This is an optimization exercise on Yosys and OpenROAD, whose aim is small area, not a production implementation. Where RTL was checked, it was by simulation tests only, not by an equivalence proof against the original. Power figures rest on the tool's default switching activity, not on a simulated workload.

==> flow/design.v (excerpt) <==
module asx_soupbintcp_itch (
    input  wire        clk,
    input  wire        rst,
    input  wire        ip_payload_valid,
    input  wire [7:0]  ip_payload_data,
    input  wire        ip_payload_start,
    input  wire        ip_payload_end,
    output wire [15:0] tcp_src_port,
    output wire [15:0] tcp_dst_port,
    output wire [31:0] tcp_seq_num,
    output wire [31:0] tcp_ack_num,
    output wire [3:0] tcp_data_offset,
    output wire [7:0] tcp_flags,
    output wire [15:0] tcp_window,
    output wire tcp_flag_syn,
    output wire tcp_flag_ack,
    output wire tcp_flag_fin,
    output wire tcp_flag_rst,
    output wire tcp_flag_psh,
    output wire tcp_header_valid,
    output wire tcp_parse_error,
    output wire session_active,
    output wire [63:0] session_sequence,
    output wire [7:0] pkt_type,
    output wire pkt_type_valid,
    output wire pkt_heartbeat,
    output wire pkt_login_accepted,
    output wire pkt_login_rejected,
    output wire pkt_end_session,
    output wire [31:0] seq_data_count,
    output wire [31:0] heartbeat_count,
    output wire parse_error,
    output wire msg_valid,
    output wire [7:0] msg_type,
    output wire msg_error,
    output wire [31:0] timestamp,
    output wire [63:0] order_id,
    output wire [31:0] orderbook_id,
    output wire side,
    output wire add_order_valid,
    output wire add_order_start,
    output wire [63:0] quantity,
    output wire [31:0] price,
    output wire [15:0] order_attributes,
    output wire order_executed_valid,
    output wire [63:0] exec_quantity,
    output wire order_cancel_valid,
    output wire order_delete_valid,
    output wire order_replace_valid,
    output wire directory_valid,
    output wire system_event_valid,
    output wire [7:0] event_code,
    output wire [31:0] total_messages,
    output wire [31:0] parse_errors
);
For scale: roughly 1600 cells after synthesis, roughly 480 flip-flops, about 680 I/O pins, ~20000 um2 of cells after synthesis.
==> flow/config.mk <==
export PLATFORM = sky130hd
export DESIGN_NAME = asx_soupbintcp_itch
export DESIGN_NICKNAME = asx_soupbintcp_itch
export VERILOG_FILES = /design/flow/design.v
export SDC_FILE = /design/flow/constraint.sdc
export NUM_CORES = 4
export LEC_CHECK = 0
export CAP_MARGIN = 20
export CORE_MARGIN = 2
export CORE_UTILIZATION = 40
export SLEW_MARGIN = 20
==> flow/constraint.sdc <==
create_clock -name core_clock -period 5.0 [get_ports {clk}]
set_input_delay 1.0000 -clock core_clock [delete_from_list [all_inputs] [get_ports {clk}]]
set_output_delay 1.0000 -clock core_clock [all_outputs]
set_load 0.01 [all_outputs]
standard.sh (not shown) runs the stock make flow with config.mk's settings and CLKGATE_MAP_FILE= SYNTH_SCRIPT=/design/flow/synth_recipe.tcl, a recipe that flattens the netlist after the stock synthesis.
==> flow/flow/run.sh <==
#!/bin/bash
# The standard layout (standard.sh) with: the smallest buffer cell on the
# ports, synthesis buffers removed at floorplan, no dummy clock-tree loads.
set -euo pipefail
export BUFFER_PORTS_ARGS="-buffer_cell sky130_fd_sc_hd__buf_1"
export REMOVE_ABC_BUFFERS=1
export CTS_ARGS="-sink_clustering_enable -repair_clock_nets -dont_use_dummy_load -sink_clustering_size 25 -sink_clustering_max_diameter 100"
bash standard.sh > standard_flow.log 2>&1
Edit:
--- a/flow/flow/run.sh
+++ b/flow/flow/run.sh
@@ -7 +7 @@
-export CTS_ARGS="-sink_clustering_enable -repair_clock_nets -dont_use_dummy_load -sink_clustering_size 25 -sink_clustering_max_diameter 100"
+export CTS_ARGS="-sink_clustering_enable -repair_clock_nets -dont_use_dummy_load"
Result:
- The changed run finished with timing, DRC and antenna clean
- cell count is higher slightly
- global-route usage is higher by 0.47 points
- cell area is higher by a few percent
- fmax is higher slightly
- wire length is higher slightly
- sequential cell count stays the same
- power is higher by about a fifth
- setup slack gets better by 0.042 ns
- hold slack gets worse by 0.0077 ns
- area after synthesis stays the same

========
## the baseline
Another version of the RTL of asx_soupbintcp_itch (not shown whole).
Size: ~490 flip-flops, about 680 I/O pins.
export LEC_CHECK = 0
export CAP_MARGIN = 20
export CORE_MARGIN = 2
export CORE_UTILIZATION = 40
export SLEW_MARGIN = 20
create_clock -name core_clock -period 5.0 [get_ports {clk}]
==> flow/flow/run.sh <==
#!/bin/bash
# The standard layout (standard.sh), with the smallest buffer cell on the
# ports instead of the one buffer_ports picks by default.
set -euo pipefail
export BUFFER_PORTS_ARGS="-buffer_cell sky130_fd_sc_hd__buf_1"
bash standard.sh > standard_flow.log 2>&1
In summary, the baseline completed successfully, with a layout that passed the timing, design-rule and antenna checks.
### the baseline -> the candidate
==> flow/flow/run.sh <==
#!/bin/bash
# The standard layout (standard.sh), with the smallest buffer cell on the
# ports and no dummy loads in the clock tree.
set -euo pipefail
export BUFFER_PORTS_ARGS="-buffer_cell sky130_fd_sc_hd__buf_1"
export CTS_ARGS="-sink_clustering_enable -repair_clock_nets -dont_use_dummy_load"
bash standard.sh > standard_flow.log 2>&1
-- flow/config.mk --
<<< the baseline, line 7
export LEC_CHECK = 0
export CAP_MARGIN = 20
>>> the candidate, line 7
export LEC_CHECK = 0
export ABC_AREA = 1
export CAP_MARGIN = 20
==> notes.md <==
[the candidate vs the baseline] fraction of the mapped netlist area in compound gates: higher in the candidate
The baseline → the candidate: reported sequential group power saw an increase; combinational logic power saw an increase; clock input transition at the sequential cells of the worst setup and hold paths saw little to no change; cell area saw an increase; critical path data arrival time saw a decrease.
As of the candidate, overall routed net length had risen by more than 10% compared to the baseline.
Between the baseline and the candidate, the flow reports number of instances in the synthesized netlist increasing by more than a quarter.
Global-route wire length before repair delta for the candidate relative to the baseline: 21000 microns higher

========
== xenon ==
asx_soupbintcp_itch, a different RTL version from the one above (not shown whole).
Size in the first run: ~680 I/O pins.
==> flow/config.mk <==
export PLATFORM = sky130hd
export DESIGN_NAME = asx_soupbintcp_itch
export DESIGN_NICKNAME = asx_soupbintcp_itch
export VERILOG_FILES = /design/flow/design.v
export SDC_FILE = /design/flow/constraint.sdc
export NUM_CORES = 4
export LEC_CHECK = 0
export CAP_MARGIN = 20
export CORE_MARGIN = 2
export CORE_UTILIZATION = 40
export SLEW_MARGIN = 20
==> flow/constraint.sdc <==
create_clock -name core_clock -period 5.0 [get_ports {clk}]
set_input_delay 1.0000 -clock core_clock [delete_from_list [all_inputs] [get_ports {clk}]]
set_output_delay 1.0000 -clock core_clock [all_outputs]
set_load 0.01 [all_outputs]
==> flow/flow/run.sh <==
#!/bin/bash
# The standard layout (standard.sh) with: the smallest buffer cell on the
# ports, synthesis buffers removed at floorplan, no dummy clock-tree loads.
set -euo pipefail
export BUFFER_PORTS_ARGS="-buffer_cell sky130_fd_sc_hd__buf_1"
export REMOVE_ABC_BUFFERS=1
export CTS_ARGS="-sink_clustering_enable -repair_clock_nets -dont_use_dummy_load -sink_clustering_size 28 -sink_clustering_max_diameter 100"
bash standard.sh > standard_flow.log 2>&1
The following lists how fjord was set up differently from xenon:
diff --git a/flow/flow/run.sh b/flow/flow/run.sh
--- a/flow/flow/run.sh
+++ b/flow/flow/run.sh
@@ -6,3 +6,3 @@
 export REMOVE_ABC_BUFFERS=1
-export CTS_ARGS="-sink_clustering_enable -repair_clock_nets -dont_use_dummy_load -sink_clustering_size 28 -sink_clustering_max_diameter 100"
+export CTS_ARGS="-sink_clustering_enable -repair_clock_nets -dont_use_dummy_load -buf_list sky130_fd_sc_hd__clkbuf_4 -sink_clustering_size 10 -sink_clustering_max_diameter 60"
 bash standard.sh > standard_flow.log 2>&1
Findings:
- [fjord] first-pass GRT wire length rose about 1.8% relative to xenon
- Average routed wire per standard cell delta (xenon -> fjord): insignificant
- fjord against xenon: amount of wire on met3 after detailed routing +about 5.6%, count of flip-flops with a built-in enable after synthesis ~0 delta, cell area after layout -0.44%.
### fjord -> onyx
==> flow/flow/run.sh <==
#!/bin/bash
# The standard layout (standard.sh) with: the smallest buffer cell on the
# ports, synthesis buffers removed at floorplan, no dummy clock-tree loads.
set -euo pipefail
export BUFFER_PORTS_ARGS="-buffer_cell sky130_fd_sc_hd__buf_1"
export REMOVE_ABC_BUFFERS=1
export CTS_ARGS="-sink_clustering_enable -repair_clock_nets -dont_use_dummy_load -sink_clustering_size 25 -sink_clustering_max_diameter 100"
bash standard.sh > standard_flow.log 2>&1
Findings:
Between fjord and onyx, the worst slack on hold paths is lower for fjord. Diff fjord..onyx | I/O pin count | unchanged. From fjord to onyx the numbers moved as follows: global-route usage lower, maximum clock rate higher.
Edits applied to the flow inputs when going from onyx to pepper:
diff --git a/flow/flow/run.sh b/flow/flow/run.sh
--- a/flow/flow/run.sh
+++ b/flow/flow/run.sh
@@ -6,3 +6,3 @@
 export REMOVE_ABC_BUFFERS=1
-export CTS_ARGS="-sink_clustering_enable -repair_clock_nets -dont_use_dummy_load -sink_clustering_size 25 -sink_clustering_max_diameter 100"
+export CTS_ARGS="-sink_clustering_enable -repair_clock_nets -dont_use_dummy_load -buf_list sky130_fd_sc_hd__clkbuf_8 -sink_clustering_size 16 -sink_clustering_max_diameter 80"
 bash standard.sh > standard_flow.log 2>&1
[summary]
Summary of pepper over onyx: setup slack of the critical path after layout went up; portion of total power attributed to combinational logic ~0 delta. Global-route usage: higher on pepper. Measured against each other, onyx and pepper differ in reported leakage power, the higher figure coming from onyx. pepper | status: complete | timing, DRC, antenna: pass.
No run of this note included a check of the RTL's function; only the layout flow was run.

========
Another version of the RTL of asx_soupbintcp_itch (not shown whole).
Size: ~1500 cells after synthesis, ~470 flip-flops, about 20000 sq um of cells after synthesis.
==> flow/config.mk <==
export PLATFORM = sky130hd
export DESIGN_NAME = asx_soupbintcp_itch
export DESIGN_NICKNAME = asx_soupbintcp_itch
export VERILOG_FILES = /design/flow/design.v
export SDC_FILE = /design/flow/constraint.sdc
export NUM_CORES = 4
export LEC_CHECK = 0
export CAP_MARGIN = 20
export CORE_MARGIN = 2
export CORE_UTILIZATION = 40
export SLEW_MARGIN = 20
==> flow/constraint.sdc <==
create_clock -name core_clock -period 5.0 [get_ports {clk}]
set_input_delay 1.0000 -clock core_clock [delete_from_list [all_inputs] [get_ports {clk}]]
set_output_delay 1.0000 -clock core_clock [all_outputs]
set_load 0.01 [all_outputs]
==> flow/flow/run.sh <==
#!/bin/bash
# The standard layout (standard.sh) with: the smallest buffer cell on the
# ports, synthesis buffers removed at floorplan, no dummy clock-tree loads.
set -euo pipefail
export BUFFER_PORTS_ARGS="-buffer_cell sky130_fd_sc_hd__buf_1"
export REMOVE_ABC_BUFFERS=1
export RECOVER_POWER=100
export CTS_ARGS="-sink_clustering_enable -repair_clock_nets -dont_use_dummy_load -buf_list sky130_fd_sc_hd__clkbuf_4 -sink_clustering_size 9 -sink_clustering_max_diameter 60"
bash standard.sh > standard_flow.log 2>&1
The baseline completed and failed the layout checks on capacitance limit, slew limit.
Change:
==> flow/flow/run.sh (replaced) <==
#!/bin/bash
# The standard layout (standard.sh) with: the smallest buffer cell on the
# ports, synthesis buffers removed at floorplan, no dummy clock-tree loads.
set -euo pipefail
export BUFFER_PORTS_ARGS="-buffer_cell sky130_fd_sc_hd__buf_1"
export REMOVE_ABC_BUFFERS=1
export CTS_ARGS="-sink_clustering_enable -repair_clock_nets -dont_use_dummy_load -buf_list sky130_fd_sc_hd__clkbuf_4 -sink_clustering_size 11 -sink_clustering_max_diameter 45"
bash standard.sh > standard_flow.log 2>&1
Outcome: With this change the flow completed with no timing, DRC or antenna violations. Sequential share of layout area drops by 0.18 points. Cell area grows by 0.40%. Wire length is lower by about 1.9%. First-iteration DRC count decreases by 2.9%. Utilization is higher by 0.18 points. Combinational power is higher by about 2%. Area after synthesis does not change. Total power shrinks by 1.2%. Via count is about the same. Die area stays the same.
Change:
==> flow/flow/run.sh (replaced) <==
#!/bin/bash
# The standard layout (standard.sh) with: the smallest buffer cell on the
# ports, synthesis buffers removed at floorplan, no dummy clock-tree loads.
set -euo pipefail
export BUFFER_PORTS_ARGS="-buffer_cell sky130_fd_sc_hd__buf_1"
export REMOVE_ABC_BUFFERS=1
export RECOVER_POWER=10
export CTS_ARGS="-sink_clustering_enable -repair_clock_nets -dont_use_dummy_load -buf_list sky130_fd_sc_hd__clkbuf_4 -sink_clustering_size 9 -sink_clustering_max_diameter 60"
bash standard.sh > standard_flow.log 2>&1
Result:
- With this change the flow finished but failed the layout checks on capacitance limit, slew limit
- synthesized area is unchanged
- final area is about the same
- worst setup slack got worse by 200 ps
- cell count hardly moves
- sequential power stays flat
- worst hold slack got worse by 26 ps
- routed wire length came out higher by 1.9%
- clock-buffer cell count came out higher by 3
- combinational power hardly moves
- utilization is about the same

========
willow:
Another version of the RTL of asx_soupbintcp_itch (not shown whole).
Size: ~1600 cells after synthesis, ~480 flip-flops, ~680 I/O pins, about 20000 um2 of cells after synthesis.
Settings: LEC_CHECK=0, CAP_MARGIN=20, CORE_MARGIN=2, CORE_UTILIZATION=40, GPL_TIMING_DRIVEN=0, SLEW_MARGIN=20; clock period 5.0 ns.
==> flow/flow/run.sh <==
#!/bin/bash
# The standard layout (standard.sh) with: the smallest buffer cell on the
# ports, synthesis buffers removed at floorplan, no dummy clock-tree loads.
set -euo pipefail
export BUFFER_PORTS_ARGS="-buffer_cell sky130_fd_sc_hd__buf_1"
export REMOVE_ABC_BUFFERS=1
export CTS_ARGS="-sink_clustering_enable -repair_clock_nets -dont_use_dummy_load -sink_clustering_size 25 -sink_clustering_max_diameter 100"
bash standard.sh > standard_flow.log 2>&1
For quartz, these inputs were changed with respect to willow:
-- flow/config.mk --
<<< willow, line 9
export CORE_MARGIN = 2
export CORE_UTILIZATION = 40
export GPL_TIMING_DRIVEN = 0
export SLEW_MARGIN = 20
>>> quartz, line 9
export CORE_MARGIN = 2
export CORE_UTILIZATION = 65
export SLEW_MARGIN = 20
### Flow results
Compared with willow, in quartz number of distinct library cells after synthesis has remained practically unchanged, effective utilization at floorplan has increased, number of placement rows has decreased.
Diff quartz..willow | complex-gate fraction of the synthesized area | unchanged
Compared with willow, quartz shows a lower overall die height.
As far as synthesized area per cell goes, willow and quartz are indistinguishable; the numbers are identical.
Part of the Yosys area used for sequential elements came out exactly the same in quartz and willow.
As the logs show, quartz stopped at 3_2_place_iop after a tool error, so it never reached the end of the flow.
### quartz -> violet
-- flow/config.mk --
<<< quartz, line 9
export CORE_MARGIN = 2
export CORE_UTILIZATION = 65
export SLEW_MARGIN = 20
>>> violet, line 9
export CORE_MARGIN = 2
export CORE_UTILIZATION = 40
export SLEW_MARGIN = 20
violet finished all stages; the layout is clean. Min die outline width across violet and quartz: quartz. Per the comparison of violet with quartz, area share of xor/xnor cells in the synthesized design about even; cell count after synthesis about even; number of standard-cell rows in the floorplan rose about 27%. Register area share after synthesis came out exactly the same in violet and quartz.
Input-level comparison between sierra and violet:
-- flow/flow/run.sh --
<<< violet, line 6
export REMOVE_ABC_BUFFERS=1
export CTS_ARGS="-sink_clustering_enable -repair_clock_nets -dont_use_dummy_load -sink_clustering_size 25 -sink_clustering_max_diameter 100"
bash standard.sh > standard_flow.log 2>&1
>>> sierra, line 6
export REMOVE_ABC_BUFFERS=1
export CTS_ARGS="-sink_clustering_enable -repair_clock_nets -dont_use_dummy_load -sink_clustering_size 30 -sink_clustering_max_diameter 100"
bash standard.sh > standard_flow.log 2>&1
Findings:
~same fraction of layout cells with a size suffix above 1 in violet and sierra. Global-route wire length before repair, violet and sierra: lower on sierra. Per the comparison of sierra with violet, via count saw a decrease, count of instances resized after the clock tree is built saw little to no change, total power saw a decrease.

========
Setup of maple:
Another version of the RTL of asx_soupbintcp_itch (not shown whole).
For scale: about 480 flip-flops, roughly 20000 µm² of cells after synthesis.
==> flow/config.mk <==
export PLATFORM = sky130hd
export DESIGN_NAME = asx_soupbintcp_itch
export DESIGN_NICKNAME = asx_soupbintcp_itch
export VERILOG_FILES = /design/flow/design.v
export SDC_FILE = /design/flow/constraint.sdc
export NUM_CORES = 4
export LEC_CHECK = 0
export CAP_MARGIN = 20
export CORE_MARGIN = 2
export CORE_UTILIZATION = 40
export SLEW_MARGIN = 20
==> flow/constraint.sdc <==
create_clock -name core_clock -period 5.0 [get_ports {clk}]
set_input_delay 1.0000 -clock core_clock [delete_from_list [all_inputs] [get_ports {clk}]]
set_output_delay 1.0000 -clock core_clock [all_outputs]
set_load 0.01 [all_outputs]
==> flow/flow/run.sh <==
#!/bin/bash
# The standard layout (standard.sh) with: the smallest buffer cell on the
# ports, synthesis buffers removed at floorplan, no dummy clock-tree loads.
set -euo pipefail
export BUFFER_PORTS_ARGS="-buffer_cell sky130_fd_sc_hd__buf_1"
export REMOVE_ABC_BUFFERS=1
export CTS_ARGS="-sink_clustering_enable -repair_clock_nets -dont_use_dummy_load -buf_list sky130_fd_sc_hd__clkbuf_4 -sink_clustering_size 8 -sink_clustering_max_diameter 50"
bash standard.sh > standard_flow.log 2>&1
#### Input delta (amber over maple)
--- a/flow/flow/run.sh
+++ b/flow/flow/run.sh
@@ -6,3 +6,3 @@
 export REMOVE_ABC_BUFFERS=1
-export CTS_ARGS="-sink_clustering_enable -repair_clock_nets -dont_use_dummy_load -buf_list sky130_fd_sc_hd__clkbuf_4 -sink_clustering_size 8 -sink_clustering_max_diameter 50"
+export CTS_ARGS="-sink_clustering_enable -repair_clock_nets -dont_use_dummy_load -buf_list sky130_fd_sc_hd__clkbuf_4 -sink_clustering_size 9 -sink_clustering_max_diameter 60"
 bash standard.sh > standard_flow.log 2>&1
==> notes.md <==
amber ended with every stage complete and zero timing, DRC or antenna violations.
There was hardly any difference in number of inserted filler cells in the final layout between amber and maple.
On multi-input gate share of total cell area, maple and amber are basically level.
Average detailed-routed wire length per instance ended up about 1.3% higher on amber than on maple.
Between maple and amber, final period utilization increased.
The core of amber is less densely filled than that of maple.
Worst-case setup margin in the final layout (amber over maple): decrease, 0.0079 ns
Between maple and amber, the internal power summed over all cells is higher for maple.
Going from maple to amber, insertion delay of the later-clocked pin in the worst-skew pair shrinks by 0.02 ns.
Diff maple -> amber: area growth from synthesis to layout has decreased; total clock buffers created by CTS has decreased.

## separate check: timing with driven ports
Ports are ideal in the flow. The routed layouts listed here were re-timed in OpenROAD.
Step 1 sets driving cells, clkbuf_16 on the clock port and buf_2 on the other inputs (assumed; they add their load-dependent delay and slew).
Step 2 times the ports against the registers' clock, not the clock port: input delays grow and output delays shrink by t, the midpoint of the rising clock arrivals with the driver on.
a / b / c = no drivers / after step 1 / after step 2; a / b = the first two.
run | t, ns | setup WS [ns] | worst setup path at the end | worst data-port slew with drivers (ns) | cell pins on the clock port's net
the first run of note 1 | 0.611 | 0.990 / 0.990 / 0.990 | register to register | 0.22 | 1
the second run of note 1 | 0.621 | 1.032 / 1.032 / 1.032 | register to register | 0.19 | 1
the baseline | 0.645 | 0.906 / 0.906 / 0.906 | register to register | 0.17 | 1
the candidate | 0.635 | 1.460 / 1.460 / 1.460 | register to register | 0.11 | 1
xenon | 0.613 | 0.984 / 0.984 / 0.984 | register to register | 0.10 | 1
fjord | 0.833 | 1.014 / 1.014 / 1.014 | register to register | 0.11 | 1
onyx | 0.609 | 1.031 / 1.031 / 1.031 | register to register | 0.10 | 1
pepper | 0.639 | 1.038 / 1.038 / 1.038 | register to register | 0.11 | 1
the first run of note 4 | 0.875 | 0.724 / 0.724 / 0.357 | input to register | 0.07 | 1
the second run of note 4 | 0.825 | 1.209 / 1.209 / 1.209 | register to register | 0.07 | 1
the third run of note 4 | 0.871 | 1.010 / 1.010 / 0.597 | input to register | 0.08 | 1
willow | 0.619 | 0.362 / 0.362 / 0.362 | register to register | 0.09 | 1
violet | 0.616 | 0.801 / 0.801 / 0.801 | register to register | 0.07 | 1
sierra | 0.603 | 0.833 / 0.833 / 0.833 | register to register | 0.07 | 1
maple | 0.831 | 0.945 / 0.945 / 0.945 | register to register | 0.11 | 1
amber | 0.828 | 0.937 / 0.937 / 0.937 | register to register | 0.11 | 1
For the third run of note 4, which loses most, drivers alone change the setup slack by 0.000 ns; drivers and shift together by -0.413 ns.
